Background: an optimization exercise with open tools, aiming at small area and a short achievable clock period. Do not read the settings as production practice.
At most, simulation tests tie the RTL to the original design; equivalence was not proved.
Power figures rest on the tool's default switching activity, not on a simulated workload.

==> branch juniper: inputs <==
// tensor_unit_64bit
module tensor_unit_64bit (
    input  wire        clk,
    input  wire        rst_n,
    input  wire        en,
    input  wire [63:0] vector_a,
    input  wire [63:0] vector_b,
    input  wire [63:0] vector_c,
    input  wire        do_relu,
    output wire [63:0] vector_out,
    output wire        valid_out
);
    reg v0, v1, v2;
    always @(posedge clk or negedge rst_n) begin
        if (!rst_n) begin
            v0 <= 1'b0;
            v1 <= 1'b0;
            v2 <= 1'b0;
        end else begin
            v0 <= en;
            v1 <= v0;
            v2 <= v1;
        end
    end
    assign valid_out = v2;
    reg relu0, relu1, relu2;
    always @(posedge clk) begin
        relu0 <= do_relu;
        relu1 <= relu0;
        relu2 <= relu1;
    end
    genvar g;
    generate
        for (g = 0; g < 4; g = g + 1) begin : lane
            bf16_mac_lane u (
                .clk(clk), .relu2(relu2),
                .a(vector_a[16*g +: 16]), .b(vector_b[16*g +: 16]), .c(vector_c[16*g +: 16]),
                .d(vector_out[16*g +: 16])
            );
        end
    endgenerate
endmodule
Settings: LEC_CHECK=0, CAP_MARGIN=20, CORE_MARGIN=2, CORE_UTILIZATION=40, SLEW_MARGIN=20; clock period 7.0 ns.
run.sh (not shown) runs the stock make flow with config.mk's settings and CLKGATE_MAP_FILE= SYNTH_SCRIPT=/design/flow/synth_recipe.tcl, a recipe that flattens the netlist after the stock synthesis.
==> branch raven: changes against branch juniper <==
- SETUP_SLACK_MARGIN: default -> 3.2
==> impl_metrics.py <==
metrics = {
    "outcome": {
        "status": "finished clean",
    },
    "sta": {
        "final.setup.worst_slack_ps": 2093,
        "rsz0062_at_grt": "true",
        "fin_crit_ps": 4907,
        "finClkSkew_ps": 18.03,
    },
    "worst_setup_path": {
        "rrSetupSlack_ps": 2680,
        "startpoint": "lane[1].u.r2_s[1]$_DFF_P_",
        "worstReg2RegStart": "lane[2].u.r1_sh[1]$_DFF_P_",
        "crit_buf_inv": 3,
    },
    "placement": {
        "dp_slack_ps": 1106,
        "hpwlAfterDp_mm": 81.62,
    },
    "cells_and_area": {
        "multi_input_area_share_pct": 60.66,
        "regArea_sq_um": 8552,
        "area_delta_synth_final_pct": 44.71,
    },
    "grt": {
        "grt.met3_usage_pct": 2.921,
    },
    "clocking": {
        "cts_setup_buffers": 350,
    },
}
# the run above: branch raven

==> impl_metrics.py <==
metrics = {
    "cells_and_area": {
        "regArea_sq_um": 8305,
        "multi_input_area_share_pct": 61.83,
        "nNetsFinal": 5703,
    },
    "die": {
        "die_area_sq_um": 99100,
    },
    "sta": {
        "fin_crit_ps": 6184,
        "final.setup.worst_slack_ps": 816.1,
    },
    "worst_setup_path": {
        "rrSetupSlack_ps": 1360,
        "crit_buf_inv": 2,
        "startpoint": "lane[1].u.r2_s[2]$_DFF_P_",
        "worstReg2RegStart": "lane[2].u.r1_sh[0]$_DFF_P_",
    },
    "grt": {
        "grt.met3_usage_pct": 3.190,
    },
    "placement": {
        "hpwlAfterDp_mm": 79.75,
    },
    "clocking": {
        "cts_setup_buffers": 0,
    },
    "min_path": {
        "holdPathStages": 0,
    },
    "outcome": {
        "status": "finished clean",
    },
    "synthesis": {
        "ys_types": 105,
    },
}
# the run above: branch juniper

No functional check of the RTL was part of any run of this note.

---

==> xenon: inputs <==
tensor_unit_64bit, a different RTL version from the one above (not shown whole).
## tensor_unit_64bit
module tensor_unit_64bit (
    input  wire        clk,
    input  wire        rst_n,
    input  wire        en,
    input  wire [63:0] vector_a,
    input  wire [63:0] vector_b,
    input  wire [63:0] vector_c,
    input  wire        do_relu,
    output wire [63:0] vector_out,
    output wire        valid_out
);
    reg v0, v1, v2;
    always @(posedge clk or negedge rst_n) begin
        if (!rst_n) begin
            v0 <= 1'b0;
            v1 <= 1'b0;
            v2 <= 1'b0;
        end else begin
            v0 <= en;
            v1 <= v0;
            v2 <= v1;
        end
    end
    assign valid_out = v2;
    reg relu0, relu1;
    always @(posedge clk) begin
        relu0 <= do_relu;
        relu1 <= relu0;
    end
    genvar g;
    generate
        for (g = 0; g < 4; g = g + 1) begin : lane
            bf16_mac_lane u (
                .clk(clk), .relu1(relu1),
                .a(vector_a[16*g +: 16]), .b(vector_b[16*g +: 16]), .c(vector_c[16*g +: 16]),
                .d(vector_out[16*g +: 16])
            );
        end
    endgenerate
endmodule
==> module bf16_mac_lane, before the edit <==
module bf16_mac_lane (
    input  wire        clk,
    input  wire [15:0] a,
    input  wire [15:0] b,
    input  wire [15:0] c,
    input  wire        relu1,     
    output wire [15:0] d
);
    wire [15:0] ps0, pc0;
    bf16_mul_tree u_tree (.ma(a[6:0]), .mb(b[6:0]), .ps(ps0), .pc(pc0));
    wire [9:0] xm;
    wire [8:0] t;
    bf16_exp_diff u_exp (.ea(a[14:7]), .eb(b[14:7]), .ec(c[14:7]), .xm(xm), .t(t));
    wire       wrap = (t[8:7] == 2'b00);           
    wire       gt0  = wrap | ~xm[9];               
    wire [8:0] dd   = gt0 ? xm[8:0] : ~xm[8:0];
    wire       big0 = wrap | (dd[8:4] != 5'd0);    
    reg [15:0] r0_ps, r0_pc;
    reg  [6:0] r0_mc;
    reg  [3:0] r0_sh;
    reg        r0_big, r0_gt;
    reg  [7:0] r0_e;
    reg        r0_sp, r0_sub;
    always @(posedge clk) begin
        r0_ps  <= ps0;
        r0_pc  <= pc0;
        r0_mc  <= c[6:0];
        r0_sh  <= dd[3:0];
        r0_big <= big0;
        r0_gt  <= gt0;
        r0_e   <= gt0 ? {~t[7], t[6:0]} : c[14:7];
        r0_sp  <= a[15] ^ b[15];
        r0_sub <= a[15] ^ b[15] ^ c[15];
    end
    wire [15:0] prod;
    bf16_mul_cpa u_cpa (.ps(r0_ps), .pc(r0_pc), .p(prod));
    wire [15:0] cm  = {1'b1, r0_mc, 8'b0};
    wire [15:0] x1  = r0_gt ? prod : (r0_big ? 16'd0 : (prod >> r0_sh));
    wire [15:0] y1  = r0_gt ? (r0_big ? 16'd0 : ({1'b0, cm[15:1]} >> r0_sh)) : cm;
    wire        sub1 = r0_sub;
    wire [15:0] yb1  = sub1 ? ~y1 : y1;
    reg [15:0] r1_p, r1_g;
    reg  [7:0] r1_e;
    reg        r1_sp, r1_sub;
    always @(posedge clk) begin
        r1_p   <= x1 ^ yb1;
        r1_g   <= x1 & yb1;
        r1_e   <= r0_e;
        r1_sp  <= r0_sp;
        r1_sub <= sub1;
    end
    wire [15:0] s0, s1;
    wire        c0;
    bf16_addsub u_add (.p(r1_p), .g(r1_g), .s0(s0), .s1(s1), .c0(c0));
    wire [16:0] sum = ~r1_sub ? {c0, s0} : (c0 ? {1'b0, s1} : {1'b0, ~s0});
    wire        sg2 = r1_sp ^ (r1_sub & ~c0);    
    reg [4:0] lz;
    integer i;
    always @(*) begin
        lz = 5'd16;
        for (i = 0; i < 17; i = i + 1)
            if (sum[i]) lz = 16 - i;
    end
    wire zero2 = (sum == 17'd0);
    reg [16:0] emask;
    always @(*)
        for (i = 0; i < 17; i = i + 1)
            emask[i] = ({1'b0, r1_e[4:0]} >= 6'd16 - i);
    wire cy2 = r1_e[4] | (|(sum & emask));
    reg [15:0] r2_s;
    reg  [4:0] r2_lz;
    reg  [7:0] r2_e;
    reg        r2_sg, r2_kill, r2_cy;
    always @(posedge clk) begin
        r2_s    <= sum[15:0];
        r2_lz   <= lz;
        r2_e    <= r1_e;
        r2_sg   <= sg2;
        r2_kill <= zero2 | (relu1 & sg2);
        r2_cy   <= cy2;
    end
    wire [15:0] nm = r2_s << r2_lz;
    wire  [7:0] ne;
    bf16_exp_norm u_enorm (.e(r2_e), .lz(r2_lz), .cy(r2_cy), .ne(ne));
    assign d = r2_kill ? 16'd0 : {r2_sg, ne, nm[15:9]};
endmodule
clock: 7.0 ns
lec_check: 0
cap_margin: 20
core_margin: 2
core_utilization: 40
setup_slack_margin: 3.2
slew_margin: 20
standard.sh (not shown) runs the stock make flow with config.mk's settings and CLKGATE_MAP_FILE= SYNTH_SCRIPT=/design/flow/synth_recipe.tcl, a recipe that flattens the netlist after the stock synthesis.
==> flow/flow/run.sh <==
#!/bin/bash
# The standard layout, with plain sky130_fd_sc_hd__buf_1 cells as the input and output
# port buffers instead of the delay buffers the resizer picks by default.
set -euo pipefail
bash standard.sh synth > synth.log 2>&1
bash standard.sh "BUFFER_PORTS_ARGS=-buffer_cell sky130_fd_sc_hd__buf_1" finish > layout.log 2>&1
==> nickel (differences from xenon) <==
--- a/flow/design.v
+++ b/flow/design.v
@@ -628,11 +628,9 @@
     wire       wrap = (t[8:7] == 2'b00);           
     wire       gt0  = wrap | ~xm[9];               
-    wire [8:0] dd   = gt0 ? xm[8:0] : ~xm[8:0];
-    wire       big0 = wrap | (dd[8:4] != 5'd0);    
     reg [15:0] r0_ps, r0_pc;
     reg  [6:0] r0_mc;
-    reg  [3:0] r0_sh;
-    reg        r0_big, r0_gt;
-    reg  [7:0] r0_e;
+    reg  [8:0] r0_xm;
+    reg        r0_wrap, r0_gt;
+    reg  [7:0] r0_ep, r0_ec;
     reg        r0_sp, r0_sub;
     always @(posedge clk) begin
@@ -640,11 +638,15 @@
         r0_pc  <= pc0;
         r0_mc  <= c[6:0];
-        r0_sh  <= dd[3:0];
-        r0_big <= big0;
+        r0_xm  <= xm[8:0];
+        r0_wrap <= wrap;
         r0_gt  <= gt0;
-        r0_e   <= gt0 ? {~t[7], t[6:0]} : c[14:7];
+        r0_ep  <= {~t[7], t[6:0]};
+        r0_ec  <= c[14:7];
         r0_sp  <= a[15] ^ b[15];
         r0_sub <= a[15] ^ b[15] ^ c[15];
     end
+    wire [8:0] dd     = r0_gt ? r0_xm : ~r0_xm;
+    wire       r0_big = r0_wrap | (dd[8:4] != 5'd0);    
+    wire [3:0] r0_sh  = dd[3:0];
     wire [15:0] prod;
     bf16_mul_cpa u_cpa (.ps(r0_ps), .pc(r0_pc), .p(prod));
@@ -660,5 +662,5 @@
         r1_p   <= x1 ^ yb1;
         r1_g   <= x1 & yb1;
-        r1_e   <= r0_e;
+        r1_e   <= r0_gt ? r0_ep : r0_ec;
         r1_sp  <= r0_sp;
         r1_sub <= sub1;
@@ -682,10 +684,10 @@
             emask[i] = ({1'b0, r1_e[4:0]} >= 6'd16 - i);
     wire cy2 = r1_e[4] | (|(sum & emask));
-    reg [15:0] r2_s;
+    reg [15:2] r2_s;
     reg  [4:0] r2_lz;
     reg  [7:0] r2_e;
     reg        r2_sg, r2_kill, r2_cy;
     always @(posedge clk) begin
-        r2_s    <= sum[15:0];
+        r2_s    <= lz[4] ? 14'd0 : (lz[3] ? {sum[7:0], 6'd0} : sum[15:2]);
         r2_lz   <= lz;
         r2_e    <= r1_e;
@@ -694,5 +696,5 @@
         r2_cy   <= cy2;
     end
-    wire [15:0] nm = r2_s << r2_lz;
+    wire [15:2] nm = r2_s << r2_lz[2:0];
     wire  [7:0] ne;
     bf16_exp_norm u_enorm (.e(r2_e), .lz(r2_lz), .cy(r2_cy), .ne(ne));
==> flow_summary.yaml <==
cells_and_area:
  multi_input_area_share_pct: 58.7
power:
  p_int_w: 0.0110
  ir_worst_vdd_mv: 0.382
cts:
  clock_latency_ps: 630
  clk_pin_slew_ps: 60
critical_path:
  critical-path-max-stage-delay_ps: 510
  cp.required_ps: 7520
yosys:
  postSynthCellCount: 4279
  synth_compound_area_share_pct: 17.6
global_route:
  groute.usage.overall_pct: 19.0
run_status:
  outcome: "no timing/DRC/antenna violations"
-- figures above: xenon

==> flow_summary.yaml <==
power:
  ir_worst_vdd_mv: 0.238
  p_int_w: 0.0114
run_status:
  outcome: "no timing/DRC/antenna violations"
cts:
  clock_latency_ps: 700
  clk_pin_slew_ps: 70
global_route:
  groute.usage.overall_pct: 20.3
critical_path:
  critPathBufInv: 1
  cp.required_ps: 5600
  critical-path-max-stage-delay_ps: 390
yosys:
  synth_compound_area_share_pct: 20.1
cells_and_area:
  multi_input_area_share_pct: 59.6
-- figures above: nickel

[static timing again, ports no longer ideal]
Ports are ideal in the flow. The routed layouts listed here were re-timed in OpenROAD.
Step 1: set_driving_cell puts a clkbuf_16 on clk and a buf_2 on each other input, an assumption about the parent block.
Step 2, shift: input delay + t, output delay - t, t = (earliest + latest rising clock arrival at the registers) / 2. This alone moves slack from input paths to output paths.
Slacks: no drivers / after step 1 / after step 2; pairs: no drivers / after step 1.
run	t (ns)	slack for setup (ns)	pins driven straight from the clock port
branch juniper	0.684	0.816 / 0.750 / 1.163	1
branch raven	0.688	2.093 / 2.035 / 2.057	1
xenon	0.688	3.081 / 3.074 / 2.402	1
nickel	0.733	3.104 / 3.037 / 2.818	1
After both steps setup and hold are still met in every run listed. For xenon, which loses most, drivers alone change the setup slack by -0.007 ns; drivers and shift together by -0.679 ns.
